Source: an optimization exercise on an open RTL-to-GDS flow (aim: small area, a short achievable clock period and few clock cycles). Production flows keep margins and buffers that such runs may drop.
Function was checked by simulation only, so behaviour that the tests miss may differ from the original.
Power and IR drop assume default switching activity.

`flow/design.v`:
```
module cpu(
    input  wire        clk_in,
    input  wire        rst_in,
    input  wire        rdy_in,
    input  wire [ 7:0] mem_din,
    output wire [ 7:0] mem_dout,
    output wire [31:0] mem_a,
    output wire        mem_wr,
    input  wire        io_buffer_full,
    output wire [31:0] dbgreg_dout
);
wire clk = clk_in;
wire rst_n = rst_in | ~rdy_in;    
reg  rst;
always @(posedge clk) rst <= rst_n;
assign dbgreg_dout = 32'h0;
reg  [1:0] ph;
reg  [2:0] clrc;                  
wire       clr = (clrc != 3'd0);
always @(posedge clk) begin
    if (rst) begin
        ph   <= 2'd0;
        clrc <= 3'd4;
    end else begin
        ph <= ph + 2'd1;
        if (clr) clrc <= clrc - 3'd1;
    end
end
wire p0 = (ph == 2'd0);
wire p1 = (ph == 2'd1);
wire p2 = (ph == 2'd2);
wire p3 = (ph == 2'd3);
reg  [31:0] FB;           
reg         fbh;          
reg  [2:0]  fbi;          
reg  [15:0] FA;           
reg         rq_ok;        
reg  [1:0]  rq_b;         
reg         fa_ok;        
reg  [1:0]  fa_b;         
reg         tgtu;         
reg         rbt;          
reg         rbn;          
reg         rbf;          
reg  [31:0] IR;           
reg         XV;           
reg         XF;           
reg  [29:0] XPC;          
reg dLUI, dAUIPC, dJAL, dJALR, dBR, dLD, dST, dSLT, dSR, dSLL, dSHF;
reg dXOR, dOR, dAND, dUseImm, dSub, dMulti, dBack, dWr1, dWr2, dSRA;
reg dShOP, dBeq, dBltu, dBinv;    
reg [31:1] OH1, OH2;      
reg [4:0] rotr;           
reg [4:0] thr;            
reg  [17:0] MA;           
reg         MW;           
reg  [7:0]  MD;           
reg  [1:0]  mcnt;         
reg         mst;          
reg         lreq;         
reg         ldin;         
reg  [7:0]  A, B;         
reg  [7:0]  IMB;          
reg  [7:0]  PCB;          
reg  [7:0]  D1, D2, D3;   
reg  [7:0]  SD;           
reg         cy;           
reg         lcy;          
reg         eqa;          
reg         sflag;        
reg         sgn;          
reg         lsgn;         
reg  [7:0]  Wd;           
reg         Wwe;
reg  [4:0]  Wrd;
assign mem_a    = {14'h0, MA};
assign mem_wr   = MW;
assign mem_dout = MD;
wire x0 = XV & ~XF;       
wire x1 = XV &  XF;       
wire [2:0] f3  = IR[14:12];
wire [4:0] rdi = IR[11:7];
wire [31:0] wsel;
wire [7:0]  wdat = clr ? 8'h00 : Wd;
wire [255:0] rdf;         
assign rdf[7:0] = 8'h00;
genvar g;
generate
    for (g = 1; g < 32; g = g + 1) begin : RF
        reg [7:0] b0, b1, b2, b3;
        assign wsel[g] = clr | (Wwe & (Wrd == g));
        always @(posedge clk) begin
            b0 <= b1;
            b1 <= b2;
            b2 <= wsel[g] ? wdat : b3;
            b3 <= b0;
        end
        assign rdf[g*8 +: 8] = b1;
    end
endgenerate
assign wsel[0] = 1'b0;
wire       irbusy  = x0 & dMulti;                 
wire       rsel_fb = p3 & ~irbusy;
reg  [7:0] rA, rB;
integer k;
always @(*) begin
    rA = 8'h00;
    rB = 8'h00;
    for (k = 1; k < 32; k = k + 1) begin
        rA = rA | ({8{OH1[k]}} & rdf[k*8 +: 8]);
        rB = rB | ({8{OH2[k]}} & rdf[k*8 +: 8]);
    end
end
wire [4:0] fo = FB[6:2];
wire [2:0] ff3 = FB[14:12];
wire fLUI   = (fo == 5'b01101);
wire fAUIPC = (fo == 5'b00101);
wire fJAL   = (fo == 5'b11011);
wire fJALR  = (fo == 5'b11001);
wire fBR    = (fo == 5'b11000);
wire fLD    = (fo == 5'b00000);
wire fST    = (fo == 5'b01000);
wire fOPI   = (fo == 5'b00100);
wire fOP    = (fo == 5'b01100);
wire fALU   = fOP | fOPI;
wire fSLT   = fALU & (ff3[2:1] == 2'b01);
wire fSR    = fALU & (ff3 == 3'b101);
wire fSLL   = fALU & (ff3 == 3'b001);
wire fShOP  = fOP & (ff3[1:0] == 2'b01);          
wire fMulti = fLD | fSLT | fSR | fShOP;
wire frdnz  = (FB[11:7] != 5'd0);
function [7:0] immbyte;
    input [31:0] ins;
    input [1:0]  p;
    reg   [4:0]  o;
    reg   [31:0] im;
    begin
        o = ins[6:2];
        if (o == 5'b01101 || o == 5'b00101) im = {ins[31:12], 12'h0};
        else if (o == 5'b01000)             im = {{20{ins[31]}}, ins[31:25], ins[11:7]};
        else                                im = {{20{ins[31]}}, ins[31:20]};
        case (p)
            2'd0: immbyte = im[7:0];
            2'd1: immbyte = im[15:8];
            2'd2: immbyte = im[23:16];
            default: immbyte = im[31:24];
        endcase
    end
endfunction
wire [7:0] Ae = dAUIPC ? PCB : (dLUI ? 8'h00 : A);
wire [7:0] Be = dUseImm ? IMB : B;
wire [7:0] Bx = dSub ? ~Be : Be;
wire       cin = p0 ? dSub : cy;
wire [8:0] sum = {1'b0, Ae} + {1'b0, Bx} + {8'h00, cin};
wire       eqb = (A == B);
wire       eqn = (p0 ? 1'b1 : eqa) & eqb;
wire       ltu = ~sum[8];
wire       lts = (A[7] ^ Be[7]) ? A[7] : ~sum[8];
wire       bltu = (A < B) | (eqb & ~cy);
wire       blts = (A[7] ^ B[7]) ? A[7] : bltu;
wire       taken = dBinv ^ (dBeq ? eqn : (dBltu ? bltu : blts));
wire [8:0] lk = {1'b0, PCB} + (p0 ? 9'd4 : {8'h00, lcy});
reg [7:0] wlo, whi;
always @(*) begin
    case (rotr[4:3])
        2'd0: begin wlo = D3; whi = D2; end
        2'd1: begin wlo = D2; whi = D1; end
        2'd2: begin wlo = D1; whi = A;  end
        default: begin wlo = A; whi = D3; end
    endcase
end
wire [15:0] wpair = {whi, wlo} >> rotr[2:0];
wire        fillb = dSRA & sgn;
reg  [7:0]  shout;
integer j;
always @(*) begin
    for (j = 0; j < 8; j = j + 1) begin
        if (dSR) shout[j] = ({ph, j[2:0]} <= thr) ? wpair[j] : fillb;
        else     shout[j] = ({ph, j[2:0]} >= thr) ? wpair[j] : 1'b0;
    end
end
wire [1:0] lw = f3[1:0];            
wire       ldv = (lw == 2'd2) | p0 | ((lw == 2'd1) & p1);
wire [7:0] ldb = ldv ? D1 : {8{lsgn & ~f3[2]}};
reg [7:0] Y;
always @(*) begin
    if (XF & dLD)             Y = ldb;
    else if (XF & dSLT)       Y = {7'h00, sflag & p0};
    else if (dSHF)            Y = shout;
    else if (dJAL | dJALR)    Y = lk[7:0];
    else if (dXOR)            Y = A ^ Be;
    else if (dOR)             Y = A | Be;
    else if (dAND)            Y = A & Be;
    else                      Y = sum[7:0];
end
wire writer = (x0 & dWr1) | (x1 & dWr2);
wire [1:0]  a1716 = rA[1:0] + {IR[31], IR[31]} + {1'b0, sum[8]};
wire [17:0] daddr = {a1716, sum[7:0], D1};
wire [29:0] immJ = {{12{IR[31]}}, IR[19:12], IR[20], IR[30:22]};        
wire [29:0] immB = {{20{IR[31]}}, IR[7], IR[30:25], IR[11:9]};          
wire [29:0] TA   = XPC + (dJAL ? immJ : immB);
wire [29:0] XPC1 = XPC + 30'd1;
wire [29:0] jtgt = {sum[7:0], D1, D2, D3[7:2]};
wire mstart = x0 & (dLD | dST) & p1;
wire mcont  = (mcnt != 2'd0);
wire mbusy  = mstart | mcont | red_jalr;           
wire red_jal  = x0 & dJAL & p0;
wire red_jalr = x0 & dJALR & p1;                   
wire red_b    = (rbt | rbn) & ~red_jal;            
wire redir    = red_jal | red_b;
wire flush    = red_jal | red_jalr | rbt | (rbn & rbf);
wire [15:0] fa_red = red_jal ? TA[15:0] : (rbt ? XPC[15:0] : XPC1[15:0]);
wire arr     = fa_ok & ~flush;                     
wire fbh_end = fbh | (arr & (fa_b == 2'd3));       
wire xfer    = p3 & fbh & ~irbusy;                 
wire [15:0] fa_e  = redir ? fa_red : FA;
wire [2:0]  fbi_e = redir ? ((red_b & rbn & ~rbf) ? 3'd4 : 3'd0) : fbi;
wire        want  = (fbi_e != 3'd4) | (p1 & ~irbusy);
wire        fiss  = want & ~mbusy;
wire [1:0]  fidx  = (fbi_e == 3'd4) ? 2'd0 : fbi_e[1:0];
wire        ovr   = x0 & dBack & ~tgtu & ~p3;
wire        ovr3  = ovr & fiss & (fidx == 2'd3);
always @(posedge clk) begin
    if (rst) begin
        fbh   <= 1'b0;
        fbi   <= 3'd0;
        FA    <= 16'h0;
        rq_ok <= 1'b0;
        fa_ok <= 1'b0;
        tgtu  <= 1'b0;
    end else begin
        fa_ok <= rq_ok & ~flush;
        fa_b  <= rq_b;
        rq_ok <= fiss | red_jalr;
        rq_b  <= red_jalr ? 2'd0 : fidx;
        if (red_jalr) begin
            FA  <= daddr[17:2];
            fbi <= 3'd1;
        end else if (fiss) begin
            if (fidx == 2'd3) begin
                FA  <= ovr3 ? TA[15:0] : FA + 16'd1;
                fbi <= 3'd4;
            end else begin
                FA  <= fa_e;
                fbi <= {1'b0, fidx} + 3'd1;
            end
        end else begin
            FA  <= fa_e;
            fbi <= (xfer & (fbi_e == 3'd4) & ~redir) ? 3'd0 : fbi_e;
        end
        if (flush) fbh <= 1'b0;
        else if (xfer) fbh <= 1'b0;
        else fbh <= fbh_end;
        if (xfer | redir | red_jalr) tgtu <= 1'b0;
        else if (ovr3) tgtu <= 1'b1;
    end
end
always @(posedge clk) if (arr) FB[fa_b*8 +: 8] <= mem_din;
wire brt    = x0 & dBR & taken;
wire squash = brt | (x0 & (dJAL | dJALR));
wire [29:0] xpc_n = (dJAL | (dBR & taken)) ? TA : (dJALR ? jtgt : XPC1);
always @(posedge clk) begin
    if (rst) begin
        XV  <= 1'b0;
        XF  <= 1'b0;
        XPC <= 30'h0;
        rbt <= 1'b0;
        rbn <= 1'b0;
        rbf <= 1'b0;
    end else begin
        rbt <= p3 & brt & ~(fbh & tgtu);
        rbn <= p3 & x0 & dBR & ~taken & tgtu;
        rbf <= fbh;
        if (p3) begin
            if (irbusy) begin
                XF <= 1'b1;
            end else begin
                XV <= fbh & ~squash;
                XF <= 1'b0;
            end
            if (x0) XPC <= xpc_n;
        end
    end
end
always @(posedge clk) begin
    if (p3 & ~irbusy & fbh) begin
        IR      <= FB;
        dLUI    <= fLUI;
        dAUIPC  <= fAUIPC;
        dJAL    <= fJAL;
        dJALR   <= fJALR;
        dBR     <= fBR;
        dLD     <= fLD;
        dST     <= fST;
        dSLT    <= fSLT;
        dSR     <= fSR;
        dSLL    <= fSLL;
        dSHF    <= fSR | fSLL;
        dSRA    <= FB[30];
        dXOR    <= fALU & (ff3 == 3'b100);
        dOR     <= fALU & (ff3 == 3'b110);
        dAND    <= fALU & (ff3 == 3'b111);
        dUseImm <= fOPI | fLD | fST | fJALR | fLUI | fAUIPC;
        dSub    <= (fOP & (ff3 == 3'b000) & FB[30]) | fBR | fSLT;
        dMulti  <= fMulti;
        dBack   <= fBR & FB[31];
        dWr1    <= frdnz & (fLUI | fAUIPC | fJAL | fJALR | (fALU & ~fMulti));
        dWr2    <= frdnz & fMulti;
        dShOP   <= fShOP;
        dBeq    <= (ff3[2:1] == 2'b00);
        dBltu   <= ff3[1];
        dBinv   <= ff3[0];
    end
end
wire [4:0] shs  = (p3 & ~irbusy) ? FB[24:20] : B[4:0];
wire       shsr = (p3 & ~irbusy) ? fSR : dSR;
always @(posedge clk) begin
    if ((p3 & ~irbusy & fbh) | (x0 & p0 & dShOP)) begin
        rotr <= shsr ? (5'd24 + shs) : (5'd24 - shs);
        thr  <= shsr ? (5'd31 - shs) : shs;
    end
end
wire fb24 = (arr & (fa_b == 2'd3)) ? mem_din[0] : FB[24];
reg [4:0] ri1, ri2;
always @(*) begin
    if (p2 & ~irbusy) begin
        ri1 = FB[19:15];
        ri2 = {fb24, FB[23:20]};
    end else if (p3 & xfer) begin
        ri1 = FB[19:15];
        ri2 = FB[24:20];
    end else begin
        ri1 = IR[19:15];
        ri2 = IR[24:20];
    end
end
always @(posedge clk) begin
    for (k = 1; k < 32; k = k + 1) begin
        OH1[k] <= (ri1 == k);
        OH2[k] <= (ri2 == k);
    end
end
always @(posedge clk) begin
    A   <= rA;
    B   <= rB;
    IMB <= rsel_fb ? immbyte(FB, 2'd0) : immbyte(IR, ph + 2'd1);
    PCB <= p3 ? {(x0 ? XPC1[5:0] : XPC[5:0]), 2'b00} :
           p0 ? XPC[13:6] : p1 ? XPC[21:14] : XPC[29:22];
    SD  <= B;
    D2  <= D1;
    D3  <= D2;
    if (ldin)       D1 <= mem_din;
    else if (dSHF)  D1 <= A;
    else            D1 <= sum[7:0];
    cy  <= sum[8];
    lcy <= lk[8];
    eqa <= eqn;
    if (x0 & p3) begin
        sflag <= dSLT & (f3[0] ? ltu : lts);
        sgn   <= A[7];
    end
    if (x1 & (ph == {1'b0, lw[0]})) lsgn <= D1[7];
    Wd  <= Y;
    Wrd <= rdi;
end
always @(posedge clk) begin
    if (rst) Wwe <= 1'b0;
    else     Wwe <= writer;
end
always @(posedge clk) begin
    if (rst) begin
        MA   <= 18'h0;
        MW   <= 1'b0;
        mcnt <= 2'd0;
        mst  <= 1'b0;
        lreq <= 1'b0;
        ldin <= 1'b0;
    end else begin
        lreq <= 1'b0;
        ldin <= lreq;
        MW   <= 1'b0;
        if (mstart) begin
            MA   <= daddr;
            mcnt <= (lw == 2'd2) ? 2'd3 : {1'b0, lw[0]};
            mst  <= dST;
            MW   <= dST & ~rst_n;
            lreq <= dLD;
        end else if (red_jalr) begin
            MA   <= {daddr[17:2], 2'b00};
        end else if (mcont) begin
            MA   <= MA + 18'd1;
            mcnt <= mcnt - 2'd1;
            MW   <= mst & ~rst_n;
            lreq <= ~mst;
        end else if (fiss) begin
            MA <= {fa_e, fidx};
        end
    end
end
always @(posedge clk) MD <= SD;
endmodule
```
`flow/run.sh`:
```
#!/bin/bash
# synth_recipe.tcl (not shown) runs the flow's synth.tcl, then flattens the netlist and writes it again
# the make line also repeats each setting of config.mk as NAME=value (left out here)
make -C /OpenROAD-flow-scripts/flow DESIGN_CONFIG=/design/flow/config.mk WORK_HOME=/design/flow/orfs CLKGATE_MAP_FILE= SYNTH_SCRIPT=/design/flow/synth_recipe.tcl finish
```
`flow/constraint.sdc`:
```
create_clock -name core_clock -period 12.0 [get_ports {clk_in}]
set_input_delay 2.4000 -clock core_clock [delete_from_list [all_inputs] [get_ports {clk_in}]]
set_output_delay 2.4000 -clock core_clock [all_outputs]
set_load 0.01 [all_outputs]
```
`flow/config.mk`:
```
export PLATFORM = sky130hd
export DESIGN_NAME = cpu
export DESIGN_NICKNAME = cpu
export VERILOG_FILES = /design/flow/design.v
export SDC_FILE = /design/flow/constraint.sdc
export NUM_CORES = 8
export LEC_CHECK = 0
export CAP_MARGIN = 20
export CORE_MARGIN = 2
export CORE_UTILIZATION = 40
export SLEW_MARGIN = 20
```
==> summary.txt, run 1 <==
status finished clean; final std cells w/o fill 5,877; remaining antenna violation count 0; first-pass GRT wire length 219.5 mm; Die H 343.3 um; chip width 343.3 um; Cell Area, Synth 46,060 um^2; max_cap viols 0; antenna violations before repair 9; Critical path origin ph[0]$_SDFF_PP0_; initial drt markers 4,223; Final period util 38.85%; Async S/R FF share, synth 0%; area of the multi-input gates 16,980 um^2; residual DRC count 0; routed vias 33.41k; RD Place Congestion 1.061; Pint 0.006937 W; post-synthesis cell type count 87; Flop pwr share 50.9%; dpl ws 7440 ps; Sequential Area 27,600 um^2; DP Area 47,580 um^2; Initial DRT Pass Iterations 7; unrepaired setup endpoints after global routing no; clock-pin slew on the worst setup and hold paths 60 ps; # setup viols final 0; HP Class register to register; worst hold path startpoint RF[15].b2[7]$_DFF_P_; crit path kind register to register; Switch Pwr 0.001890 W; Final Max Slew Viols 0; filler cell count 10.52k; DR WL/cell 26.27 um; Synth Area per Inst 10.76 um^2; DP Cell Count 5,629; power density over cell area 169.4 nW/um^2; r2r startpoint ph[0]$_SDFF_PP0_; clock share of power 47.7%; clk buf depth 3; Crit path required time 12,620 ps; post-route cell area 52,110 um^2; Clk Latency, worst-skew pair 760 ps; DR vias/cell 5.686; port bufs 37; slew margin rel. 20.04%; # IOs 85; nature of the critical path endpoint register; Post-synth EDFFs 98; Sw Share 21.41%; synthesized instance count 4,280; Final Worst Setup Slack 7339 ps; CTS root buffer clkbuf_16; hold_buf cts 0; sum of negative setup slack 0 ps; Die Footprint 117,900 um^2; Num CTS Buffers 134; Final nets 4,355; WL final 154.4 mm; share of layout cells above drive strength 1 7.731%; clk_skew 32.31 ps; vias in the first global route 30.78k; Site Rows 124; Warnings, synthesis 1; arrival time worst endpoint 5280 ps; H-tree depth 4; CTS Sinks 1,329; top_reg_cell synth dfxtp_1; Initial Util 40.28%; core box area 114,300 um^2; CTS tree built; VDD IR max 137.5 uV; post-CTS setup buffer count 0; post-cts sizing count 0; gr ovfl total 0; Worst Max-Slew Pin Slew 1198 ps; pin count of the biggest net entering global routing 140; combinational share of power 1.5%; Layout area overhead 13.13%; Worst Path Max Fanout 34; total track usage 25.71%; fmax 0.2145 GHz; crit start category register; Seq/Total Area, Yosys 59.89%; synthesis-stage register bit count 1,329; hold violation total from the final report 0; Final min period 4661 ps; Detailed Place HPWL 108.9 mm; Static Leak 20.27 nW
[worst paths after layout]
kind                            depth (start not counted)                    to  slack [ps]
worst min register to register                          0  RF[15].b1[7]$_DFF_P_         310
worst max-delay path                                   19   MA[17]$_SDFFE_PP0P_        7340
worst max register to register                         19   MA[17]$_SDFFE_PP0P_        7340
worst min-delay path                                    0  RF[15].b1[7]$_DFF_P_         310
[power groups by stage]
stage                     Sequential [W]  Combinational, W  Clock, W
after floorplan                  0.00457         0.0000961         0
after global placement           0.00459          0.000126         0
after detailed placement         0.00459          0.000126         0
after CTS                        0.00449          0.000127   0.00427
after global routing             0.00449          0.000139   0.00444
final                            0.00449          0.000129   0.00421
[routing by layer]
metal / track usage, % / wire length (um)
met1: 35.42 / 66760
met2: 37.37 / 64320
met3: 6.537 / 14920
met4: 12.70 / 8339
met5: 0.3205 / 30
[logic make-up (layout without fill, tap and decap cells)]
kind of cell,after synthesis,in the layout,share of synthesized area [%]
other,1,52,0.008142
flip-flops,1329,1329,59.89
multiplexers,333,333,7.704
AND/OR/NAND/NOR,1181,1181,11.65
buffers and inverters,393,427,3.656
adder cells (fa/ha/maj),89,89,2.483
XOR/XNOR,116,116,2.206
AO/OA/AOI/OAI,838,838,12.40
[layout make-up]
type	count	area share, %
Clock inverter	54	1.263
Timing Repair Buffer	85	1.441
Sequential cell	1329	52.96
Inverter	101	0.7276
Tap cell	1512	3.631
Antenna cell	6	0.02881
Multi-Input combinational cell	2603	32.59
Clock buffer	187	7.360
[layout by cell type (no fill, tap or decap), drive strengths merged, types with 17 or more instances in the layout]
| cell type | synthesis | routed |
|---|---|---|
| a211oi | 56 | 56 |
| a21oi | 169 | 169 |
| a221oi | 49 | 49 |
| a22o | 39 | 39 |
| a22oi | 168 | 168 |
| a31oi | 36 | 36 |
| and2 | 17 | 17 |
| and3 | 24 | 24 |
| buf | 80 | 48 |
| clkbuf | 212 | 187 |
| clkdlybuf4s50 | 0 | 37 |
| clkinv | 0 | 36 |
| conb | 1 | 46 |
| dfxtp | 1231 | 1231 |
| edfxtp | 98 | 98 |
| ha | 85 | 85 |
| inv | 101 | 109 |
| mux2 | 22 | 22 |
| mux2i | 296 | 296 |
| nand2 | 264 | 264 |
| nand2b | 32 | 32 |
| nand3 | 126 | 126 |
| nand4 | 43 | 43 |
| nor2 | 504 | 504 |
| nor2b | 29 | 29 |
| nor3 | 56 | 56 |
| o211ai | 26 | 26 |
| o21ai | 142 | 142 |
| o22ai | 23 | 23 |
| or4 | 17 | 17 |
| xnor2 | 72 | 72 |
| xor2 | 44 | 44 |
[flip-flops by register name, summed over array words and instances, names as in the netlist, 5 cells and up]
signal,flops
MD,8
Wd,8
Wrd,5
IMB,8
FA,16
A,8
D2,8
RF.b1,248
MA,18
OH1,31
B,8
PCB,8
SD,8
OH2,31
FB,30
D1,8
RF.b0,248
RF.b3,248
rotr,5
RF.b2,248
D3,8
IR,30
XPC,30
thr,5
[synth_stat cells, types with 39 or more instances]
library cell | count | area [um^2]
a211oi_1 | 55 | 412.9
a21oi_1 | 169 | 845.8
a221oi_1 | 49 | 429.2
a22o_1 | 39 | 341.6
a22oi_1 | 168 | 1261
buf_4 | 46 | 345.3
clkbuf_1 | 209 | 784.5
dfxtp_1 | 1231 | 24640
edfxtp_1 | 98 | 2943
ha_1 | 85 | 1064
inv_1 | 101 | 379.1
mux2i_1 | 296 | 2963
nand2_1 | 264 | 991.0
nand3_1 | 124 | 620.6
nand4_1 | 43 | 269.0
nor2_1 | 503 | 1888
nor3_1 | 55 | 275.3
o21ai_0 | 139 | 695.7
xnor2_1 | 72 | 630.6
xor2_1 | 44 | 385.4
[critical path, cell delays in order (launching register included)]
cell and delay [ps]:
dfxtp_1 370, inv_1 160, ha_1 170, buf_4 360
mux2i_1 280, fa_1 270, inv_1 70, fa_1 430
a21o_1 200, a21oi_1 210, nor2b_1 110, nor2_1 150
o21bai_1 100, a21oi_1 430, fa_1 280, xnor2_1 80
xnor2_1 510, a21oi_1 140, o21ai_0 100, o21ai_0 90
[through the flow]
step	hold WS, ps	total power (W)	util [%]
floorplan	309.6	0.004669	-
global placement	309.6	0.004712	41.61
detailed placement	312.1	0.004712	41.61
global route	314.8	0.009070	45.56
finish	308.0	0.008827	45.57
CTS	305.5	0.008888	45.54
Testbench counts, summed over its fixed seeds: cycles 227,676.
==> run 2: changes to the inputs <==
--- a/flow/design.v
+++ b/flow/design.v
@@ -27,8 +27,10 @@
     end
 end
-wire p0 = (ph == 2'd0);
-wire p1 = (ph == 2'd1);
-wire p2 = (ph == 2'd2);
-wire p3 = (ph == 2'd3);
+reg  [3:0] P;                     
+always @(posedge clk) P <= rst ? 4'b0001 : {P[2:0], P[3]};
+wire p0 = P[0];
+wire p1 = P[1];
+wire p2 = P[2];
+wire p3 = P[3];
 reg  [31:0] FB;           
 reg         fbh;          
@@ -40,4 +42,5 @@
 reg  [1:0]  fa_b;         
 reg         tgtu;         
+reg         tpend;        
 reg         rbt;          
 reg         rbn;          
@@ -199,5 +202,6 @@
 wire [29:0] immJ = {{12{IR[31]}}, IR[19:12], IR[20], IR[30:22]};        
 wire [29:0] immB = {{20{IR[31]}}, IR[7], IR[30:25], IR[11:9]};          
-wire [29:0] TA   = XPC + (dJAL ? immJ : immB);
+reg  [29:0] TAR;          
+always @(posedge clk) TAR <= XPC + (dJAL ? immJ : immB);
 wire [29:0] XPC1 = XPC + 30'd1;
 wire [29:0] jtgt = {sum[7:0], D1, D2, D3[7:2]};
@@ -205,20 +209,20 @@
 wire mcont  = (mcnt != 2'd0);
 wire mbusy  = mstart | mcont | red_jalr;           
-wire red_jal  = x0 & dJAL & p0;
+wire red_jal  = x0 & dJAL & p1;
 wire red_jalr = x0 & dJALR & p1;                   
-wire red_b    = (rbt | rbn) & ~red_jal;            
+wire red_b    = rbt | rbn;                         
 wire redir    = red_jal | red_b;
 wire flush    = red_jal | red_jalr | rbt | (rbn & rbf);
-wire [15:0] fa_red = red_jal ? TA[15:0] : (rbt ? XPC[15:0] : XPC1[15:0]);
+wire [15:0] fa_red = red_jal ? TAR[15:0] : (rbt ? XPC[15:0] : XPC1[15:0]);
 wire arr     = fa_ok & ~flush;                     
 wire fbh_end = fbh | (arr & (fa_b == 2'd3));       
 wire xfer    = p3 & fbh & ~irbusy;                 
-wire [15:0] fa_e  = redir ? fa_red : FA;
+wire [15:0] fa_e  = redir ? fa_red : (usetgt ? TAR[15:0] : FA);
 wire [2:0]  fbi_e = redir ? ((red_b & rbn & ~rbf) ? 3'd4 : 3'd0) : fbi;
+wire        usetgt = tpend & p1 & ~redir;
 wire        want  = (fbi_e != 3'd4) | (p1 & ~irbusy);
 wire        fiss  = want & ~mbusy;
 wire [1:0]  fidx  = (fbi_e == 3'd4) ? 2'd0 : fbi_e[1:0];
-wire        ovr   = x0 & dBack & ~tgtu & ~p3;
-wire        ovr3  = ovr & fiss & (fidx == 2'd3);
+wire        ovr3  = x0 & dBack & ~tgtu & ~tpend & ~p3 & fiss & (fidx == 2'd3);
 always @(posedge clk) begin
     if (rst) begin
@@ -229,4 +233,5 @@
         fa_ok <= 1'b0;
         tgtu  <= 1'b0;
+        tpend <= 1'b0;
     end else begin
         fa_ok <= rq_ok & ~flush;
@@ -239,5 +244,5 @@
         end else if (fiss) begin
             if (fidx == 2'd3) begin
-                FA  <= ovr3 ? TA[15:0] : FA + 16'd1;
+                FA  <= FA + 16'd1;
                 fbi <= 3'd4;
             end else begin
@@ -253,5 +258,7 @@
         else fbh <= fbh_end;
         if (xfer | redir | red_jalr) tgtu <= 1'b0;
-        else if (ovr3) tgtu <= 1'b1;
+        else if (usetgt & fiss) tgtu <= 1'b1;
+        if (xfer | redir | red_jalr | p3 | (usetgt & fiss) | p1) tpend <= 1'b0;
+        else if (ovr3) tpend <= 1'b1;
     end
 end
@@ -259,5 +266,5 @@
 wire brt    = x0 & dBR & taken;
 wire squash = brt | (x0 & (dJAL | dJALR));
-wire [29:0] xpc_n = (dJAL | (dBR & taken)) ? TA : (dJALR ? jtgt : XPC1);
+wire [29:0] xpc_n = (dJAL | (dBR & taken)) ? TAR : (dJALR ? jtgt : XPC1);
 always @(posedge clk) begin
     if (rst) begin
==> flow/flow/run.sh (new file) <==
#!/bin/bash
# Standard ORFS layout (the standard.sh, unchanged synthesis), with two
# placement/repair choices of our own:
#  - ports are buffered with buf_4 instead of the default delay buffer;
#  - repair_timing aims for 8 ns of setup slack at the design's clock, so that
#    the resizer keeps improving paths well beyond the required period.
set -euo pipefail
export SETUP_SLACK_MARGIN=8
export BUFFER_PORTS_ARGS="-buffer_cell sky130_fd_sc_hd__buf_4"
bash standard.sh > run_standard.log 2>&1
==> flow/standard.sh (new file) <==
#!/bin/bash
# synth_recipe.tcl (not shown) runs the flow's synth.tcl, then flattens the netlist and writes it again
# the make line also repeats each setting of config.mk as NAME=value (left out here)
make -C /OpenROAD-flow-scripts/flow DESIGN_CONFIG=/design/flow/config.mk WORK_HOME=/design/flow/orfs CLKGATE_MAP_FILE= SYNTH_SCRIPT=/design/flow/synth_recipe.tcl "${@:-finish}"
removed: flow/run.sh
==> summary.txt, run 2 <==
CP max stage delay 930 ps; DR WL/cell 27.48 um; Worst Path Max Fanout 7; H-tree depth 4; chip width 343.8 um; top-count cell post-synth dfxtp_1; # IOs 85; clk_skew 50.40 ps; HP Class register to register; Die H 343.8 um; DR vias/cell 5.594; routed vias 32.65k; Synth top area share 54.89%; hold violation total from the final report 0; Num CTS Buffers 139; RD Place Congestion 1.014; residual DRC count 0; remaining antenna violation count 0; pin count of the biggest net entering global routing 74; Initial Util 40.38%; Synth Area per Inst 11.00 um^2; Synth area leaders dfxtp_1, mux2i_1, edfxtp_1, nor2_1, a22oi_1; Largest delay share family, worst path XOR/XNOR gates; Detailed Place HPWL 114.4 mm; unrepaired setup endpoints after global routing yes; Final nets 4,312; vias in the first global route 30.16k; CP Buf/Inv Count 1; Async S/R FF share, synth 0%; Crit path required time 12,660 ps; most common cell after layout, fill and taps aside dfxtp_1; post-synthesis cell type count 77; slew margin rel. 20.11%; share of layout cells above drive strength 1 9.560%; Worst Max-Slew Pin Slew 1190 ps; Warnings, synthesis 1; Final Worst Setup Slack 8097 ps; arrival time worst endpoint 4560 ps; dpl ws 7264 ps; core box area 114,300 um^2; initial drt markers 4,024; WL final 160.4 mm; crit start category register; worst-path cell chain buf_4, mux2i_1, xnor2_1, ha_1, nor2b_1, o21ai_0, a21oi_1, nor3_1, xnor2_1, nand2b_1, a221oi_1, a211oi_1, o31ai_1; Final period util 32.52%; synthesis-stage register bit count 1,364; max_cap viols 0; gr ovfl total 0; top cells by count, synth dfxtp_1, nor2_1, mux2i_1, nand2_1, clkbuf_1; Die Footprint 118,200 um^2; Post-synth EDFFs 98; CTS Sinks 1,364; Final Max Slew Viols 0; clk buf depth 3; Final min period 3903 ps; # setup viols final 0; sum of negative setup slack 0 ps; total track usage 26.79%; Most common cell on crit path xnor2_1; power density over cell area 174.2 nW/um^2; VDD IR max 134.2 uV; critical path's slowest cell xnor2_1; top_reg_cell synth dfxtp_1; leading area contributor after synthesis dfxtp_1; crit path kind register to register; hold_buf cts 0; status finished clean; Site Rows 124; commonest non-fill, non-tap cells in the layout dfxtp_1, nor2_1, mux2i_1, nand2_1, a22oi_1; antenna violations before repair 6; Layout area overhead 14.06%; Clk Latency, worst-skew pair 770 ps; first-pass GRT wire length 225.0 mm; clock-pin slew on the worst setup and hold paths 60 ps; Cell Area, Synth 46,170 um^2; Static Leak 20.72 nW; CTS root buffer clkbuf_16; CTS tree built; fmax 0.2562 GHz; Seq/Total Area, Yosys 61.26%; port bufs 37; nature of the critical path endpoint register; synthesized instance count 4,196; Initial DRT Pass Iterations 7
==> run 2: cell types whose count changed after synthesis, moves of 10 or more <==
cell | before | now
mux2i_1 | 296 | 313
nor2_1 | 503 | 479
nand2_1 | 264 | 245
a21oi_1 | 169 | 153
nand4_1 | 43 | 32
nor3_1 | 55 | 65
a211oi_1 | 55 | 38
dfxtp_1 | 1231 | 1266
nand3_1 | 124 | 107
xnor2_1 | 72 | 91
==> run 2: worst paths after layout <==
| check | start | endpoint | slack, ps | cells past startpoint |
|---|---|---|---|---|
| setup / recovery | dUseImm$_DFFE_PP_ | Wd[5]$_DFF_P_ | 8100 | 13 |
| hold / removal | RF[30].b2[0]$_DFF_P_ | RF[30].b1[0]$_DFF_P_ | 300 | 0 |
| setup reg to reg | dUseImm$_DFFE_PP_ | Wd[5]$_DFF_P_ | 8100 | 13 |
| hold reg to reg | RF[30].b2[0]$_DFF_P_ | RF[30].b1[0]$_DFF_P_ | 300 | 0 |
==> run 2: final cells by class <==
| cell class | instances | area, um^2 |
|---|---|---|
| diodes | 4 | 10.01 |
| clock buffers | 202 | 4069 |
| clock inverters | 47 | 695.7 |
| fillers | 10480 | 61680 |
| inverters | 103 | 386.6 |
| multi-input cells | 2494 | 16480 |
| flip-flops and latches | 1364 | 28300 |
| well taps | 1512 | 1892 |
| repair buffers | 110 | 829.5 |
==> run 2: metal layers <==
layer	track usage [%]	part of all wire, %
met5	0	0.0075
met4	11.75	4.6
met3	6.327	9.1
met2	37.07	40
met1	39.37	46
==> run 2: kinds of logic after synthesis <==
family                     after synthesis  synth area share [%]
and+or+nand+nor                       1090                 10.54
muxes                                  351                 8.078
xor gates and xnor gates               136                 2.580
buffers and inverters                  383                 3.590
AOI/OAI and AO/OA                      783                 11.49
adders and majority gates               88                 2.450
other                                    1              0.008121
DFF                                   1364                 61.26
==> run 2: repair_timing <==
action                                  4_1_cts  5_1_grt
pin swaps                                     2        8
endpoints found under the setup margin        6        8
gates resized for setup                       4       10
buffers inserted                              8        4
==> run 2: per-stage QoR <==
step           cell area [um^2]  total power (W)  cells  util (%)  hold slack, ps
2_1_floorplan             46340         0.004806   4241         -           309.6
3_3_place_gp              47730         0.004864   5570     41.74           309.6
3_5_place_dp              47740         0.004865   5571     41.75           312.1
4_1_cts                   52580         0.009238   5828     45.99           298.1
5_1_grt                   52650         0.009434   5832     46.05           305.3
6_report                  52660         0.009176   5836     46.06           296.7
==> run 2: where the power goes <==
| group | switching, W | internal (W) |
|---|---|---|
| Clock | 0.00187 | 0.00253 |
| Sequential | 0.0000310 | 0.00459 |
| Combinational | 0.000104 | 0.0000416 |
| Total | 0.00201 | 0.00717 |
==> run 2: worst register-to-register path: stages (launching register included) <==
cell      delay (ps)
edfxtp_1         380
buf_4            210
mux2i_1          390
xnor2_1          170
ha_1             290
nor2b_1          110
o21ai_0          120
a21oi_1          310
nor3_1           130
xnor2_1          930
nand2b_1         120
a221oi_1         280
a211oi_1         130
o31ai_1          250
Testbench counts of run 2, summed over its fixed seeds: cycles 227,676.
==> run 3: changes to the inputs <==
--- a/flow/design.v
+++ b/flow/design.v
@@ -53,5 +53,5 @@
 reg dXOR, dOR, dAND, dUseImm, dSub, dMulti, dBack, dWr1, dWr2, dSRA;
 reg dShOP, dBeq, dBltu, dBinv;    
-reg [31:1] OH1, OH2;      
+reg [4:0] RI1, RI2;
 reg [4:0] rotr;           
 reg [4:0] thr;            
@@ -111,6 +111,6 @@
     rB = 8'h00;
     for (k = 1; k < 32; k = k + 1) begin
-        rA = rA | ({8{OH1[k]}} & rdf[k*8 +: 8]);
-        rB = rB | ({8{OH2[k]}} & rdf[k*8 +: 8]);
+        rA = rA | ({8{RI1 == k}} & rdf[k*8 +: 8]);
+        rB = rB | ({8{RI2 == k}} & rdf[k*8 +: 8]);
     end
 end
@@ -202,6 +202,5 @@
 wire [29:0] immJ = {{12{IR[31]}}, IR[19:12], IR[20], IR[30:22]};        
 wire [29:0] immB = {{20{IR[31]}}, IR[7], IR[30:25], IR[11:9]};          
-reg  [29:0] TAR;          
-always @(posedge clk) TAR <= XPC + (dJAL ? immJ : immB);
+wire [29:0] TAR = XPC + (dJAL ? immJ : immB);    
 wire [29:0] XPC1 = XPC + 30'd1;
 wire [29:0] jtgt = {sum[7:0], D1, D2, D3[7:2]};
@@ -343,8 +342,5 @@
 end
 always @(posedge clk) begin
-    for (k = 1; k < 32; k = k + 1) begin
-        OH1[k] <= (ri1 == k);
-        OH2[k] <= (ri2 == k);
-    end
+    RI1 <= ri1; RI2 <= ri2;
 end
 always @(posedge clk) begin
==> flow/flow/run.sh (replaced) <==
#!/bin/bash
# Standard ORFS layout (the standard.sh, unchanged synthesis), with choices
# of our own for how the layout is made:
#  - ports are buffered with buf_4 instead of the default delay buffer;
#  - repair_timing aims for 8.3 ns of setup slack at the design's clock, so that
#    the resizer keeps improving paths well beyond the required period;
#  - clock tree: larger sink clusters, clkbuf_16 only.
set -euo pipefail
export SETUP_SLACK_MARGIN=8.3
export BUFFER_PORTS_ARGS="-buffer_cell sky130_fd_sc_hd__buf_4"
export CTS_CLUSTER_SIZE=30
export CTS_CLUSTER_DIAMETER=80
export CTS_BUF_LIST=sky130_fd_sc_hd__clkbuf_16
bash standard.sh > run_standard.log 2>&1
==> summary.txt, run 3 <==
most common cell after layout, fill and taps aside dfxtp_1; Detailed Place HPWL 111.5 mm; Final period util 30.49%; pin count of the biggest net entering global routing 76; remaining antenna violation count 0; slew margin rel. 10.91%; top-count cell post-synth dfxtp_1; Crit path required time 9600 ps; antenna violations before repair 13; Async S/R FF share, synth 0%; Num CTS Buffers 59; Die Footprint 115,100 um^2; residual DRC count 0; fmax 0.2733 GHz; Synth top area share 52.73%; Static Leak 19.02 nW; arrival time worst endpoint 1260 ps; Largest delay share family, worst path flip-flops; HP Class register to register; first-pass GRT wire length 218.2 mm; DR vias/cell 5.645; core box area 111,100 um^2; gr ovfl total 0; leading area contributor after synthesis dfxtp_1; status finished clean; synthesis-stage register bit count 1,282; total track usage 26.01%; power density over cell area 140.8 nW/um^2; Site Rows 122; Layout area overhead 9.910%; unrepaired setup endpoints after global routing yes; initial drt markers 3,647; synthesized instance count 4,141; critical path's slowest cell dfxtp_4; Final nets 4,276; RD Place Congestion 1.061; CP Buf/Inv Count 1; routed vias 32.18k; Cell Area, Synth 44,950 um^2; crit start category register; max_cap viols 0; Clk Latency, worst-skew pair 730 ps; port bufs 37; DP Area 46,880 um^2; Final Max Slew Viols 0; Post-synth EDFFs 98; # setup viols final 0; Worst Path Max Fanout 6; VDD IR max 128.6 uV; top_reg_cell synth dfxtp_1; share of layout cells above drive strength 1 9.586%; worst-path cell chain buf_4; vias in the first global route 29.80k; post-route cell area 49,400 um^2; clock-pin slew on the worst setup and hold paths 100 ps; Synth area leaders dfxtp_1, mux2i_1, edfxtp_1, nor2_1, nand2_1; chip width 339.2 um; CTS root buffer clkbuf_16; Final min period 3658 ps; H-tree depth 2; post-synthesis cell type count 93; clk buf depth 3; Initial DRT Pass Iterations 8; nature of the critical path endpoint primary output; Initial Util 40.45%; filler cell count 10.55k; Worst Max-Slew Pin Slew 1331 ps; # IOs 85; hold_buf cts 0; Die H 339.2 um; DR WL/cell 26.99 um; Seq/Total Area, Yosys 59.28%; sum of negative setup slack 0 ps; Synth Area per Inst 10.85 um^2; Warnings, synthesis 1; crit path kind register to primary output; WL final 153.9 mm; CTS tree built; hold violation total from the final report 0; clk_skew 60.73 ps; CP max stage delay 410 ps; top cells by count, synth dfxtp_1, nor2_1, mux2i_1, nand2_1, o21ai_0; commonest non-fill, non-tap cells in the layout dfxtp_1, nor2_1, mux2i_1, nand2_1, buf_4; CTS Sinks 1,282
## run 3: cell types whose count changed in the layout (fill, tap and decap cells not counted), sizes merged, moves of 35 or more
cell / change
a22oi: -60
buf: +51
clkbuf: -142
dfxtp: -82
nand2: +49
nand3: -35
## run 3: power breakdown
group	internal, W	switching (W)	total [W]
logic	0.0000464	0.000108	0.000155
clock network	0.00101	0.00145	0.00246
registers	0.00431	0.0000264	0.00434
## run 3: final cells by class
cell class                 instances  area [um^2]  area share [%]
sequential                      1282        26710           54.06
antenna                            9        22.52         0.04559
clock inverter                    29        441.7          0.8940
multi-input combinational       2567        17230           34.87
tap                             1488         1862           3.769
clock buffer                      60         1501           3.039
timing repair buffer             161         1245           2.520
inverter                         105        394.1          0.7978
## run 3: logic make-up (layout without fill, tap and decap cells)
group / Yosys count / in the layout / synth area share [%]
mux: 358 / 358 / 8.593
flops: 1282 / 1282 / 59.28
xor+xnor: 127 / 127 / 2.475
compound gates: 787 / 787 / 12.14
buf+inv: 337 / 355 / 3.388
simple gates: 1161 / 1161 / 11.60
other cells: 1 / 55 / 0.008343
fa+ha+maj: 88 / 88 / 2.516
## run 3: path summary, 6_finish.rpt
check / startpoint / to / slack [ps] / depth (start not counted)
setup / recovery: MA[1]$_SDFFE_PP0P_ / mem_a[1] / 8340 / 1
hold / removal: RF[3].b0[1]$_DFF_P_ / RF[3].b3[1]$_DFF_P_ / 310 / 0
setup reg to reg: RI1[1]$_DFF_P_ / MA[17]$_SDFFE_PP0P_ / 8350 / 12
hold reg to reg: RF[3].b0[1]$_DFF_P_ / RF[3].b3[1]$_DFF_P_ / 310 / 0
## run 3: metrics by stage
step / hold slack, ps / power [W] / utilization (%) / cells / worst slack [ps]
final: 307.4 / 0.006957 / 44.46 / 5701 / 8342
after global routing: 306.7 / 0.007174 / 44.44 / 5692 / 8227
after CTS: 317.0 / 0.007003 / 44.10 / 5669 / 8159
after detailed placement: 312.1 / 0.004587 / 42.18 / 5572 / 7224
after global placement: 309.5 / 0.004585 / 42.16 / 5571 / 7285
after floorplan: 309.6 / 0.004530 / - / 4186 / 8411
## run 3: metal layers
layer | up-vias | share of wire, % | global-route usage (%)
met4 | 8 | 4.4 | 9.799
li1 | 14580 | - | -
met5 | - | 0.037 | 0
met2 | 1524 | 42 | 38.46
met3 | 328 | 9.0 | 5.780
met1 | 15750 | 45 | 37.03
## run 3: timing repair
action,in CTS,in global routing
cloned,0,0
endpoints found under the hold margin,0,0
endpoints found under the setup margin,47,33
pin swaps,7,15
setup buffers,8,21
resized for setup,42,43
Testbench counts of run 3, summed over its fixed seeds: cycles 227,676.
==> run 4: changes to the inputs <==
--- a/flow/design.v
+++ b/flow/design.v
@@ -44,4 +44,10 @@
 reg         tpend;        
 reg         rbt;          
+reg         BV;
+reg  [5:0]  BTAG;
+reg  [15:0] BTGT;
+reg         s_hit;        
+reg         fbp;          
+reg         irp;          
 reg         rbn;          
 reg         rbf;          
@@ -208,5 +214,6 @@
 wire mcont  = (mcnt != 2'd0);
 wire mbusy  = mstart | mcont | red_jalr;           
-wire red_jal  = x0 & dJAL & p1;
+wire tmatch   = (BTGT == TAR[15:0]);
+wire red_jal  = x0 & dJAL & p1 & ~(irp & tmatch);
 wire red_jalr = x0 & dJALR & p1;                   
 wire red_b    = rbt | rbn;                         
@@ -223,5 +230,5 @@
 wire        fiss  = want & ~mbusy;
 wire [1:0]  fidx  = (fbi_e == 3'd4) ? 2'd0 : fbi_e[1:0];
-wire        ovr3  = x0 & dBack & ~tgtu & ~tpend & ~p3 & fiss & (fidx == 2'd3);
+wire        ovr3  = x0 & dBack & ~irp & ~tgtu & ~tpend & ~p3 & fiss & (fidx == 2'd3);
 always @(posedge clk) begin
     if (rst) begin
@@ -233,5 +240,11 @@
         tgtu  <= 1'b0;
         tpend <= 1'b0;
+        s_hit <= 1'b0;
+        fbp   <= 1'b0;
     end else begin
+        if (flush | red_jalr) s_hit <= 1'b0;
+        else if (fiss & (fidx == 2'd0)) s_hit <= BV & (BTAG == fa_e[5:0]);
+        if (flush | red_jalr | xfer | redir | (usetgt & fiss)) fbp <= 1'b0;
+        else if (fiss & (fidx == 2'd3)) fbp <= s_hit;
         fa_ok <= rq_ok & ~flush;
         fa_b  <= rq_b;
@@ -243,5 +256,5 @@
         end else if (fiss) begin
             if (fidx == 2'd3) begin
-                FA  <= FA + 16'd1;
+                FA  <= s_hit ? BTGT : FA + 16'd1;
                 fbi <= 3'd4;
             end else begin
@@ -264,5 +277,7 @@
 always @(posedge clk) if (arr) FB[fa_b*8 +: 8] <= mem_din;
 wire brt    = x0 & dBR & taken;
-wire squash = brt | (x0 & (dJAL | dJALR));
+wire pok    = irp & tmatch & (dJAL | (dBR & taken));       
+wire squash = x0 & (irp ? ~pok : ((dBR & taken) | dJAL | dJALR));
+wire btb_ins   = x0 & p3 & (dJAL | (dBR & taken & dBack)) & ~pok & ~fbp;
 wire [29:0] xpc_n = (dJAL | (dBR & taken)) ? TAR : (dJALR ? jtgt : XPC1);
 always @(posedge clk) begin
@@ -274,7 +289,15 @@
         rbn <= 1'b0;
         rbf <= 1'b0;
+        BV  <= 1'b0;
     end else begin
-        rbt <= p3 & brt & ~(fbh & tgtu);
-        rbn <= p3 & x0 & dBR & ~taken & tgtu;
+        rbt <= p3 & x0 & (irp ? (~pok & ~dJAL & ~dJALR) : (dBR & taken & ~(fbh & tgtu)));
+        rbn <= p3 & x0 & dBR & ~taken & tgtu & ~irp;
+        if (btb_ins) begin
+            BV   <= 1'b1;
+            BTAG <= XPC[5:0];
+            BTGT <= TAR[15:0];
+        end else if (p3 & x0 & irp & ~pok) begin
+            BV   <= 1'b0;
+        end
         rbf <= fbh;
         if (p3) begin
@@ -290,6 +313,8 @@
 end
 always @(posedge clk) begin
+    if (rbn) irp <= 1'b0;                       
     if (p3 & ~irbusy & fbh) begin
         IR      <= FB;
+        irp     <= fbp & ~rbn;
         dLUI    <= fLUI;
         dAUIPC  <= fAUIPC;
@@ -348,5 +373,5 @@
     B   <= rB;
     IMB <= rsel_fb ? immbyte(FB, 2'd0) : immbyte(IR, ph + 2'd1);
-    PCB <= p3 ? {(x0 ? XPC1[5:0] : XPC[5:0]), 2'b00} :
+    PCB <= p3 ? {(x0 ? (irp ? TAR[5:0] : XPC1[5:0]) : XPC[5:0]), 2'b00} :
            p0 ? XPC[13:6] : p1 ? XPC[21:14] : XPC[29:22];
     SD  <= B;
==> summary.txt, run 4 <==
status finished clean; CP Buf/Inv Count 5; Final nets 4,383; share of layout cells above drive strength 1 11.30%; CTS root buffer clkbuf_16; CTS Sinks 1,308; filler cell count 10.70k; DR WL/cell 27.37 um; Power, Total 0.007104 W; Critical path origin dJAL$_DFFE_PP_; Worst Path Max Fanout 8; vias in the first global route 30.32k; core box area 114,200 um^2; r2r startpoint dJAL$_DFFE_PP_; top-count cell post-synth dfxtp_1; Seq/Total Area, Yosys 59.63%; Final min period 5626 ps; Clk Latency, worst-skew pair 740 ps; residual DRC count 0; Layout area overhead 11.21%; total track usage 26.32%; VDD IR max 118.3 uV; remaining antenna violation count 0; crit start category register; CP max stage delay 560 ps; routed vias 33.58k; Post-synth EDFFs 121; slew margin rel. 15.55%; DR vias/cell 5.761; most common cell after layout, fill and taps aside dfxtp_1; Synth area leaders dfxtp_1, edfxtp_1, mux2i_1, nor2_1, ha_1; chip width 342.9 um; DP Cell Count 5,661; RD Place Congestion 1.028; CTS tree built; clk_skew 80.74 ps; HP Class register to register; Num CTS Buffers 60; initial drt markers 4,226; pin count of the biggest net entering global routing 82; crit path kind register to register; Largest delay share family, worst path simple AND/OR/NAND/NOR gates; top cells by count, synth dfxtp_1, nor2_1, mux2i_1, nand2_1, a21oi_1; critical path's slowest cell or4b_4; nature of the critical path endpoint register; Final Max Slew Viols 0; max_cap viols 0; worst hold path startpoint RF[1].b0[7]$_DFF_P_; top_reg_cell synth dfxtp_1; H-tree depth 2; # setup viols final 0; Synth top area share 51.72%; Die Footprint 117,600 um^2; Final period util 46.88%; arrival time worst endpoint 6270 ps; gr ovfl total 0; leading area contributor after synthesis dfxtp_1; Worst Max-Slew Pin Slew 1260 ps; antenna violations before repair 5; fmax 0.1778 GHz; Static Leak 19.68 nW; sum of negative setup slack 0 ps; synthesized instance count 4,228; first-pass GRT wire length 223.7 mm; final std cells w/o fill 5,829; Crit path required time 12,650 ps; # IOs 85; clk buf depth 3; Site Rows 124; Sequential Area 27,460 um^2; Initial Util 40.24%; unrepaired setup endpoints after global routing yes; WL final 159.6 mm; power density over cell area 139.0 nW/um^2; synthesis-stage register bit count 1,308; Synth Area per Inst 10.87 um^2; clock-pin slew on the worst setup and hold paths 110 ps; commonest non-fill, non-tap cells in the layout dfxtp_1, nor2_1, mux2i_1, nand2_1, a21oi_1; Cell Area, Synth 45,950 um^2; Async S/R FF share, synth 0%; Die H 342.9 um; area of the multi-input gates 17,750 um^2; Warnings, synthesis 1; Detailed Place HPWL 113.2 mm; Initial DRT Pass Iterations 6; hold violation total from the final report 0; post-synthesis cell type count 91; port bufs 37
-- run 4: final cells by class --
cell class              instances  share of cell area, %
flip-flops and latches       1308                  53.74
multi-input cells            2616                  34.74
well taps                    1512                  3.703
repair buffers                189                  3.049
clock buffers                  61                  2.988
clock inverters                29                 0.9599
inverters                     108                 0.7934
diodes                          6                0.02939
-- run 4: repair_timing --
item                       in CTS  in global routing
gates resized for setup        97                 63
pin swaps                      52                 47
hold buffers                    0                  0
gates cloned                    6                  0
setup buffers                  39                 27
setup endpoints to repair     137                133
-- run 4: cell families after synthesis --
| kind of cell | Yosys count | synth area share (%) |
|---|---|---|
| flops | 1308 | 59.63 |
| simple gates | 1155 | 11.32 |
| compound gates | 857 | 12.78 |
| buf+inv | 353 | 3.328 |
| mux | 335 | 7.802 |
| xor+xnor | 131 | 2.672 |
| fa+ha+maj | 88 | 2.462 |
| other cells | 1 | 0.008162 |
-- run 4: worst paths after layout --
kind | endpoint | slack (ps) | depth (start not counted)
setup / recovery | tpend$_SDFFE_PP0P_ | 6370 | 25
hold / removal | RF[1].b3[7]$_DFF_P_ | 300 | 0
setup reg to reg | tpend$_SDFFE_PP0P_ | 6370 | 25
hold reg to reg | RF[1].b3[7]$_DFF_P_ | 300 | 0
-- run 4: per-layer routing --
metal / share of wire (%) / track usage [%] / vias up
met4: 5.0 / 11.28 / 2
li1: - / - / 14990
met2: 41 / 37.17 / 1745
met1: 44 / 37.88 / 16470
met3: 10 / 6.632 / 372
met5: 0.068 / 0.6410 / -
-- run 4: through the flow --
step	hold WS, ps	setup slack, ps	instance area, um^2	utilization [%]
after CTS	304.8	6424	50650	44.36
final	304.9	6374	51090	44.74
after global routing	306.7	6213	51080	44.73
after global placement	309.5	4967	47920	41.96
after detailed placement	312.1	4885	47920	41.96
after floorplan	309.6	6334	46210	-
-- run 4: where the power goes --
group	switching [W]	internal, W	leakage [nW]
registers	0.0000255	0.00441	10.7
clock network	0.00149	0.00102	0.977
logic	0.000112	0.0000471	7.98
total	0.00163	0.00547	19.7
Testbench counts of run 4, summed over its fixed seeds: cycles 213,280.
==> run 5: changes to the inputs <==
--- a/flow/design.v
+++ b/flow/design.v
@@ -56,5 +56,5 @@
 reg         XF;           
 reg  [29:0] XPC;          
-reg dLUI, dAUIPC, dJAL, dJALR, dBR, dLD, dST, dSLT, dSR, dSLL, dSHF;
+reg dLUI, dAUIPC, dJAL, dJALR, dBR, dLD, dST, dSLT, dSR, dSLL, dSHF, dSR1;
 reg dXOR, dOR, dAND, dUseImm, dSub, dMulti, dBack, dWr1, dWr2, dSRA;
 reg dShOP, dBeq, dBltu, dBinv;    
@@ -137,5 +137,6 @@
 wire fSLL   = fALU & (ff3 == 3'b001);
 wire fShOP  = fOP & (ff3[1:0] == 2'b01);          
-wire fMulti = fLD | fSLT | fSR | fShOP;
+wire fSR1   = fSR & fOPI & (FB[24:23] == 2'b00);    
+wire fMulti = fLD | fSLT | (fSR & ~fSR1) | fShOP;
 wire frdnz  = (FB[11:7] != 5'd0);
 function [7:0] immbyte;
@@ -176,9 +177,9 @@
         2'd1: begin wlo = D2; whi = D1; end
         2'd2: begin wlo = D1; whi = A;  end
-        default: begin wlo = A; whi = D3; end
+        default: begin wlo = A; whi = dSR1 ? rA : D3; end
     endcase
 end
 wire [15:0] wpair = {whi, wlo} >> rotr[2:0];
-wire        fillb = dSRA & sgn;
+wire        fillb = dSRA & (dSR1 ? A[7] : sgn);
 reg  [7:0]  shout;
 integer j;
@@ -214,5 +215,6 @@
 wire mcont  = (mcnt != 2'd0);
 wire mbusy  = mstart | mcont | red_jalr;           
-wire tmatch   = (BTGT == TAR[15:0]);
+reg  tmatch;              
+always @(posedge clk) if (p0) tmatch <= (BTGT == TAR[15:0]);
 wire red_jal  = x0 & dJAL & p1 & ~(irp & tmatch);
 wire red_jalr = x0 & dJALR & p1;                   
@@ -272,5 +274,4 @@
         else if (usetgt & fiss) tgtu <= 1'b1;
         if (xfer | redir | red_jalr | p3 | (usetgt & fiss) | p1) tpend <= 1'b0;
-        else if (ovr3) tpend <= 1'b1;
     end
 end
@@ -326,4 +327,5 @@
         dSLT    <= fSLT;
         dSR     <= fSR;
+        dSR1    <= fSR1;
         dSLL    <= fSLL;
         dSHF    <= fSR | fSLL;
==> summary.txt, run 5 <==
RD Place Congestion 1.022; Final Worst Setup Slack 8291 ps; top cells by count, synth dfxtp_1, nor2_1, mux2i_1, nand2_1, o21ai_0; worst hold path startpoint RF[3].b2[0]$_DFF_P_; filler cell count 10.93k; synthesis-stage register bit count 1,306; DR vias/cell 5.684; H-tree depth 2; VDD IR max 131.3 uV; HP Class register to register; Crit path required time 12,670 ps; worst reg2reg setup slack 8290 ps; CTS tree built; initial drt markers 3,501; post-synthesis cell type count 93; share of layout cells above drive strength 1 9.747%; met3 wire len 11.56 mm; Static Leak 19.88 nW; Num CTS Buffers 60; vias in the first global route 30.81k; Die Footprint 119,300 um^2; arrival time worst endpoint 4380 ps; residual DRC count 0; met1 WL 70.95 mm; first-pass GRT wire length 229.3 mm; Synth top area share 50.80%; Warnings, synthesis 1; Post-synth EDFFs 123; Synth area leaders dfxtp_1, edfxtp_1, mux2i_1, nor2_1, nand2_1; pin count of the biggest net entering global routing 80; clk_skew 64.86 ps; hold_buf cts 0; max_cap viols 0; Seq/Total Area, Yosys 58.72%; Final nets 4,460; WL final 161.5 mm; commonest non-fill, non-tap cells in the layout dfxtp_1, nor2_1, mux2i_1, nand2_1, o21ai_0; synthesized instance count 4,366; most common cell after layout, fill and taps aside dfxtp_1; dpl ws 7395 ps; Final min period 3709 ps; hold violation total from the final report 0; CTS root buffer clkbuf_16; Detailed Place HPWL 116.6 mm; Worst Max-Slew Pin Slew 1270 ps; Cell Area, Synth 46,620 um^2; Async S/R FF share, synth 0%; nature of the critical path endpoint register; Synth Area per Inst 10.68 um^2; crit path kind register to register; core box area 115,900 um^2; Initial Util 40.23%; Reg2Reg Depth 9; Site Rows 125; Die H 345.4 um; port bufs 37; Final Max Slew Viols 0; top layer in use met5; Layout area overhead 9.713%; # setup viols final 0; # IOs 85; top_reg_cell synth dfxtp_1; power density over cell area 138.4 nW/um^2; DR WL/cell 27.29 um; status finished clean; crit start category register; r2r startpoint RI1[3]$_DFF_P_; CTS Sinks 1,306; Final period util 30.91%; remaining antenna violation count 0; clock-pin slew on the worst setup and hold paths 110 ps; Initial DRT Pass Iterations 7; clk buf depth 3; Routed met2 length 70.09 mm; routed vias 33.64k; Worst Path Max Fanout 18; leading area contributor after synthesis dfxtp_1; Clk Latency, worst-skew pair 740 ps; gr ovfl total 0; Worst Hold Path Cells 0; unrepaired setup endpoints after global routing yes; top-count cell post-synth dfxtp_1; sum of negative setup slack 0 ps; chip width 345.4 um; antenna violations before repair 6; r2r endpoint Wd[6]$_DFF_P_; fmax 0.2696 GHz; total track usage 26.27%; slew margin rel. 15.05%; Min-Delay Endpoint RF[3].b1[0]$_DFF_P_
[run 5: cell count changes after synthesis, moves of 26 or more]
cell,delta
and3_1,+46
mux2i_1,+38
nand2_1,+26
a22oi_1,-37
o21ai_0,+34
a21oi_1,-30
[run 5: worst max path at each step]
stage / startpoint / end / slack (ps) / cells after the start
2_1_floorplan: dUseImm$_DFFE_PP_ / MA[16]$_SDFFE_PP0P_ / 8330 / 16
6_report: RI1[3]$_DFF_P_ / Wd[6]$_DFF_P_ / 8290 / 9
5_1_grt: dUseImm$_DFFE_PP_ / MA[17]$_SDFFE_PP0P_ / 8100 / 19
3_5_place_dp: dUseImm$_DFFE_PP_ / MA[17]$_SDFFE_PP0P_ / 7400 / 17
4_1_cts: dUseImm$_DFFE_PP_ / MA[17]$_SDFFE_PP0P_ / 8220 / 19
3_3_place_gp: dUseImm$_DFFE_PP_ / MA[17]$_SDFFE_PP0P_ / 7410 / 17
[run 5: worst max-delay path, stage by stage, from the launching register on]
cell	delay, ps
dfxtp_2	580
nand3_1	350
nor2_1	890
a2111oi_0	310
nand4_1	180
or3_1	410
o21ai_1	160
o2bb2ai_1	180
a2111o_1	420
a31oi_1	160
[run 5: per-stage QoR]
stage / power (W) / instances / area [um^2] / hold slack [ps] / util, %
global placement: 0.004669 / 5785 / 48420 / 309.5 / 41.78
detailed placement: 0.004669 / 5785 / 48430 / 312.1 / 41.79
CTS: 0.007128 / 5893 / 50740 / 309.3 / 43.78
global route: 0.007284 / 5915 / 51140 / 317.6 / 44.13
finish: 0.007076 / 5917 / 51150 / 304.3 / 44.13
floorplan: 0.004617 / 4411 / 46790 / 309.6 / -
[run 5: area by class of cell]
type                    count  area [um^2]  share of cell area [%]
repair buffers            159         1242                   2.429
clock buffers              60         1501                   2.936
inverters                 120        450.4                  0.8807
well taps                1524         1907                   3.728
diodes                      2        5.005                0.009785
flip-flops and latches   1306        27430                   53.62
clock inverters            34        498.0                  0.9736
multi-input cells        2712        18120                   35.42
[run 5: report_power, final]
| part | total [W] | switching, W | internal, W |
|---|---|---|---|
| sequential | 0.00443 | 0.0000256 | 0.00440 |
| combinational | 0.000147 | 0.000105 | 0.0000427 |
| clock | 0.00250 | 0.00149 | 0.00101 |
[run 5: cell families (layout without fill, tap and decap cells)]
family	after synthesis	count (layout)	share of synthesized area, %
flops	1306	1306	58.72
simple gates	1283	1283	12.76
compound gates	796	796	11.59
buf+inv	393	373	3.749
mux	365	365	8.215
xor+xnor	133	133	2.499
fa+ha+maj	89	89	2.453
other cells	1	48	0.008044
[run 5: metal layers]
metal / vias up / global-route usage (%)
met3: 357 / 3.803
met1: 16550 / 36.83
met5: - / 0
met4: 2 / 12.22
li1: 15270 / -
met2: 1450 / 39.95
[run 5: what timing repair did]
| item | in CTS | in global routing |
|---|---|---|
| setup endpoints to repair | 59 | 43 |
| hold endpoints to repair | 0 | 0 |
| gates resized for setup | 63 | 49 |
| pin swaps | 5 | 19 |
| setup buffers | 14 | 22 |
Testbench counts of run 5, summed over its fixed seeds: cycles 209,556.

==> separate check: timing with driven ports <==
In the flow no input, the clock included, has a driving cell. The finished layouts below were timed again as built, in two steps. Step 1 assumes that a clkbuf_16 drives the clock port and a buf_2 every other input. Step 2 moves the port delays by t, midway between the first and last clock arrival at a register: inputs arrive t later, outputs are due t later. That takes back most of the time a late clock gives input paths. Three values: no drivers, after step 1, after step 2; two values: the first two.
run	t, ns	slack for setup (ns)	worst hold slack (ns)	pins driven straight from the clock port
run 1	0.823	7.339 / 7.339 / 7.339	0.308 / 0.308 / 0.308	1
run 2	0.813	8.097 / 8.097 / 8.097	0.297 / 0.297 / 0.297	1
run 3	0.778	8.342 / 8.265 / 8.352	0.307 / 0.307 / 0.307	1
run 4	0.772	6.374 / 6.374 / 6.374	0.305 / 0.305 / 0.305	1
run 5	0.791	8.291 / 8.241 / 8.291	0.304 / 0.304 / 0.304	1
After both steps every run listed still meets setup and hold.
